Source: an optimization exercise on an open RTL-to-GDS flow (aim: small area, a short achievable clock period and few clock cycles per item). Production flows keep margins and buffers that such runs may drop.
Function was checked by simulation only, so behaviour that the tests miss may differ from the original.

## flow/design.v (module list and top-level ports; edited modules follow where they fit)
// module fa: 4 lines
// module ha: 4 lines
// module reciprocal: 38 lines
// module imc: 1300 lines
module imc
  #(parameter INPUT_W = 16,
    parameter OUTPUT_W = 16)
(
    input  logic                   clk,
    input  logic                   rst_n,
    input  logic                   start,
    input  logic [INPUT_W-1:0]     aIn,
    input  logic [INPUT_W-1:0]     bIn,
    input  logic [INPUT_W-1:0]     cIn,
    input  logic [INPUT_W-1:0]     dIn,
    output logic                   ready,
    output logic [OUTPUT_W-1:0]    aOut,
    output logic [OUTPUT_W-1:0]    bOut,
    output logic [OUTPUT_W-1:0]    cOut,
    output logic [OUTPUT_W-1:0]    dOut,
    output logic                   aOut_sign,
    output logic                   bOut_sign,
    output logic                   cOut_sign,
    output logic                   dOut_sign
);
  // ...
==> flow/flow/run.sh <==
#!/bin/bash
# The standard layout (the standard.sh, all ORFS steps from synthesis
# to finish), except that buffer_ports puts a buf_2 on every input and
# output port instead of the cell it picks on its own (a slow delay cell,
# clkdlybuf4s50_1). Timing repair still resizes port buffers as it needs.
# make's output goes to flow_make.log; ORFS keeps each step's log under
# orfs/logs.
set -euo pipefail
bash standard.sh "BUFFER_PORTS_ARGS=-buffer_cell sky130_fd_sc_hd__buf_2" finish > flow_make.log 2>&1
==> flow/standard.sh <==
#!/bin/bash
# synth_recipe.tcl (not shown) runs the flow's synth.tcl, then flattens the netlist and writes it again
# the make line also repeats each setting of config.mk as NAME=value (left out here)
make -C /OpenROAD-flow-scripts/flow DESIGN_CONFIG=/design/flow/config.mk WORK_HOME=/design/flow/orfs CLKGATE_MAP_FILE= SYNTH_SCRIPT=/design/flow/synth_recipe.tcl "${@:-finish}"
==> flow/config.mk <==
export PLATFORM = sky130hd
export DESIGN_NAME = imc
export DESIGN_NICKNAME = imc
export VERILOG_FILES = /design/flow/design.v
export SDC_FILE = /design/flow/constraint.sdc
export NUM_CORES = 4
export LEC_CHECK = 0
export CAP_MARGIN = 20
export CORE_MARGIN = 2
export CORE_UTILIZATION = 60
export SETUP_SLACK_MARGIN = 3
export SLEW_MARGIN = 20
export SYNTH_HIERARCHICAL = 1
==> flow/constraint.sdc <==
create_clock -name core_clock -period 11.0 [get_ports {clk}]
set_input_delay 2.2000 -clock core_clock [delete_from_list [all_inputs] [get_ports {clk}]]
set_output_delay 2.2000 -clock core_clock [all_outputs]
set_load 0.01 [all_outputs]
==> results.json, run 1 <==
{
  "htreeDepth": 2,
  "synth_top_cell_area_share_pct": 51.6,
  "synthSimpleGateAreaFrac_pct": 17.1,
  "wl_met2_um": 29500,
  "clk_path_buf_depth": 2,
  "async_flop_share_pct": 2.22,
  "antenna_found_initial": 0,
  "layout_common_cells": "nand2_1, fa_1, inv_1, ha_1, buf_2",
  "die_w_um": 194,
  "track_usage_pct": 32.0,
  "grt_overflow_total": 0,
  "synth_most_common_cell": "nand2_1",
  "status": "finished clean",
  "slew_viol_final": 0,
  "vias": 16800,
  "numCtsBuffers": 5,
  "largestClassByArea": "multi-input gates",
  "synth.mux.area_fraction_pct": 0.765,
  "max_stage_delay_ns": 0.58,
  "nClkBuffers": 5,
  "clkTransAtPathRegs_ns": 0.07,
  "dieArea_mm2": 0.0378,
  "ys.flop_type": "edfxtp_1",
  "final_cell_area_mm2": 0.0229,
  "final_common_cell": "nand2_1",
  "fin_nets": 3056,
  "clk_share_pct": 0.640
}
Testbench counts, summed over its fixed seeds: cycles 3,200, items 3,200.
==> run 2: changes to the inputs <==
--- a/flow/design.v
+++ b/flow/design.v
@@ -1052,26 +1052,26 @@
   assign dx = {1'b1, t977, t973, t972, t967, t966, t963, t958, t957, t952, t949, t946, t943, t940, t937, t934, t933};
   assign dy = {t978, t976, t975, t970, t969, t964, t961, t960, t955, t954, t951, t948, t945, t942, t939, t936, tcy_bc};
   assign cp = tcy_ad;
   logic [15:0] nA, nB, nC, nD;
   assign nA = -dIn;
   assign nB = -bIn;
   assign nC = -cIn;
   assign nD = -aIn;
-  logic [16:0] dxr, dyr, diff;
+  logic [16:0] dxv, dyv, diff;
   logic        det_sign;
-  assign dxr      = {1'b0, ~dx[15], ~dx[14], ~dx[13], ~dx[12], ~dx[11], ~dx[10], ~dx[9], ~dx[8], ~dx[7], ~dx[6], ~dx[5], ~dx[4], ~dx[3], ~dx[2], ~dx[1], ~dx[0]};
-  assign dyr      = {~dy[16], ~dy[15], ~dy[14], ~dy[13], ~dy[12], ~dy[11], ~dy[10], ~dy[9], ~dy[8], ~dy[7], ~dy[6], ~dy[5], ~dy[4], ~dy[3], ~dy[2], ~dy[1], dy[0]};
-  assign diff     = ~(dxr + dyr + {16'd0, ~cp});
+  assign dxv      = {1'b1, dx[15], dx[14], dx[13], dx[12], dx[11], dx[10], dx[9], dx[8], dx[7], dx[6], dx[5], dx[4], dx[3], dx[2], dx[1], dx[0]};
+  assign dyv      = {dy[16], dy[15], dy[14], dy[13], dy[12], dy[11], dy[10], dy[9], dy[8], dy[7], dy[6], dy[5], dy[4], dy[3], dy[2], dy[1], ~dy[0]};
+  assign diff     = dxv + dyv + {16'd0, cp};
   assign det_sign = diff[16];
   logic [16:4] dvw, yvw, pw;
   logic        up0, up1;
-  assign dvw = ~dxr[16:4];
-  assign yvw = ~dyr[16:4];
+  assign dvw = dxv[16:4];
+  assign yvw = dyv[16:4];
   assign pw  = dvw ^ yvw;
   assign up0 = (pw[16:5] == (dvw[15:4] | yvw[15:4]));
   assign up1 = (~pw[16:5] == (dvw[15:4] & yvw[15:4]));
   logic        ready_r;
   logic [4:0]  lo_r;        
   logic        up0_r, up1_r, dsign_r;
   logic [7:0]  mA_r, mB_r, mC_r, mD_r;
   logic        sA_r, sB_r, sC_r, sD_r;
==> run 2 against run 1 <==
  * Setup slack improved by 0.036 ns
  * Worst hold slack improved by 0.017 ns
  * Critical endpoint is now dsign_r$_DFFE_PP_
  * Still clean on timing, DRC and antenna
  * Count of clock-buffer cells in the layout unchanged
==> results.json, run 2 <==
{
  "status": "finished clean",
  "critPathArrivalTime_ns": 7.89,
  "syn_avg_cell_area_um2": 9.55,
  "track_usage_pct": 32.8,
  "viasPerCell": 6.08,
  "yosys.area.top_type": "fa_1",
  "clockRootBuffer": "clkbuf_16",
  "seq_area_frac_synth_pct": 6.23,
  "final_common_cell": "nand2_1",
  "io_buffers": 135,
  "drt_first_pass_iters": 7,
  "vias": 16600,
  "fp-row-count": 69,
  "maxCapViolCount": 0,
  "clk_path_buf_depth": 2,
  "synth_top_cell_area_share_pct": 51.8,
  "cts_hold_buf": 0,
  "antenna_found_initial": 0,
  "ys.flop_type": "edfxtp_1",
  "drt_iter0_drc": 1422,
  "top_layer": "met5",
  "layout-drive-gt1-share_pct": 8.22,
  "grt_max_degree": 45,
  "wl_per_cell_um": 21.8,
  "wl_met2_um": 30400,
  "finalSetupViolCount": 0,
  "fmax_ghz": 0.127,
  "synth-edff-count": 44,
  "finalSetupTns_ns": 0,
  "async_flop_share_pct": 2.22,
  "endpoint_kind": "flip-flop",
  "worst_pin_slew_ns": 0.994,
  "hpwl_um": 44000,
  "relSlewSlack_pct": 33.7,
  "min_period_over_period_pct": 71.3,
  "criticalPathCategory": "in -> reg",
  "syn2layout_area_growth_pct": 5.68,
  "crit_start": "aIn[9]",
  "core_area_mm2": 0.0356,
  "grt_overflow_total": 0,
  "cts.sink_count": 45,
  "worstPathMaxFanout": 18,
  "gp_congestion": 0.922,
  "min_path_type": "in -> async",
  "cp.required_ns": 11.04,
  "synth_most_common_cell": "nand2_1",
  "rsz0062_at_grt": "no",
  "numCtsBuffers": 5,
  "ys_ff_latch": 45,
  "whs_ns": 1.67,
  "start_kind": "input pin",
  "final_hold_viol_count": 0,
  "cts_tree": "built",
  "layout_common_cells": "nand2_1, fa_1, inv_1, ha_1, buf_2",
  "syn_inst": 2265,
  "wirelength_um": 59700,
  "ys_warn_count": 8,
  "grt_pass1_wl_um": 96900,
  "post-route-min-period_ns": 7.85,
  "die_y_um": 194,
  "num_antenna_cells": 0,
  "die_w_um": 194,
  "ys_types": 71,
  "htreeDepth": 2,
  "initial_utilization_pct": 60.8,
  "clkTransAtPathRegs_ns": 0.07,
  "yosys-top-cells-count": "nand2_1, fa_1, inv_1",
  "grt_pass1_vias": 18100,
  "slew_viol_final": 0,
  "synth.area.top_cells": "fa_1, nand2_1, ha_1",
  "dr_wl_met3_um": 4260,
  "wl_met1_um": 22900,
  "fin_nets": 3021,
  "syn_area_mm2": 0.0216,
  "dieArea_mm2": 0.0376,
  "drt.antenna.violating_nets": 0,
  "boundaryPins": 136,
  "drc": 0
}
-- run 2: cell count changes after synthesis, moves of 11 or more --
cell	change
nor2_1	-33
a21oi_1	+23
buf_1	+15
a21o_1	+13
buf_2	-12
nand2_1	-11
xnor2_1	+11
-- run 2: Yosys stat by module, one instance, submodules excluded --
module	area, µm²	cells inside	times used	flip-flops and latches
imc	10100	1647	1	45
reciprocal	418	55	1	0
fa	20.0	1	548	0
ha	12.5	1	15	0
-- run 2: layout make-up --
cell class,instances,area (µm²)
flip-flops and latches,45,1350
fillers,2975,12700
multi-input cells,1926,19200
well taps,461,577
clock inverters,3,68.8
clock buffers,5,125
repair buffers,145,1020
inverters,150,566
-- run 2: how the worst max path moves through the flow --
stage               slack [ns]                 to  cells after the start
finish                    3.15  dsign_r$_DFFE_PP_                     17
global route              2.99  dsign_r$_DFFE_PP_                     22
CTS                       2.96            cOut[9]                     17
detailed placement        2.49  dsign_r$_DFFE_PP_                     22
global placement          2.64  dsign_r$_DFFE_PP_                     22
floorplan                 3.00  dsign_r$_DFFE_PP_                     23
-- run 2: repair_timing --
| action | in CTS | in global routing |
|---|---|---|
| buffers inserted | 0 | 1 |
| setup endpoints to repair | 26 | 23 |
| resized for setup | 33 | 74 |
| pin swaps | 0 | 7 |
| hold endpoints to repair | 0 | 0 |
-- run 2: cells by family after synthesis --
family / synth area share [%]
other cells: 0.0173
xor+xnor: 3.19
fa+ha+maj: 58.8
simple gates: 16.5
mux: 0.440
buf+inv: 6.39
compound gates: 8.38
flops: 6.23
-- run 2: worst max-delay path, cell delays in order --
cell and delay, ns:
buf_4 0.25, nand2_1 0.12, fa_1 0.44, fa_1 0.52
fa_1 0.62, fa_1 0.46, fa_1 0.42, fa_1 0.51
inv_1 0.06, fa_1 0.50, fa_1 0.47, fa_2 0.41
a211oi_2 0.18, o21ai_0 0.13, a41o_1 0.26, a211oi_2 0.23
xor2_1 0.09
-- run 2: through the flow --
step | worst slack [ns] | util [%] | cells | cell area (µm²)
finish | 3.15 | 64.3 | 2735 | 22900
global route | 2.99 | 64.3 | 2735 | 22900
CTS | 2.96 | 63.6 | 2734 | 22600
detailed placement | 2.49 | 62.8 | 2726 | 22300
global placement | 2.64 | 62.8 | 2726 | 22300
floorplan | 3.00 | - | 2319 | 21900
-- run 2: per-layer routing --
layer  global-route usage (%)  vias to the layer above
met5                     1.66                        -
met4                     11.9                        2
met3                     3.84                      113
met2                     56.1                      765
met1                     43.6                     8599
li1                         -                     7161
Testbench counts of run 2, summed over its fixed seeds: cycles 3,200, items 3,200.

==> static timing again, ports no longer ideal <==
The flow's constraints put no driver on any port. The routed layouts listed below were extracted and timed again, unchanged, in two steps. Step 1, drivers: a clkbuf_16 drives clk and a buf_2 each remaining input, both assumed. Step 2, shift: input delay + t, output delay - t, t = (earliest + latest rising clock arrival at the registers) / 2. This alone moves slack from input paths to output paths. a / b / c = ideal / step 1 / step 2; a / b = the first two.
run | t (ns) | setup slack, ns | clock arrival spread, ns
run 1 | 0.348 | 3.118 / 3.144 / 2.796 | 0.010 / 0.010
run 2 | 0.336 | 3.154 / 3.179 / 2.843 | 0.006 / 0.006
After both steps setup and hold are still met in every run listed. The setup slack of run 1, which loses most, moves by +0.026 ns with the drivers and by -0.322 ns with both steps.
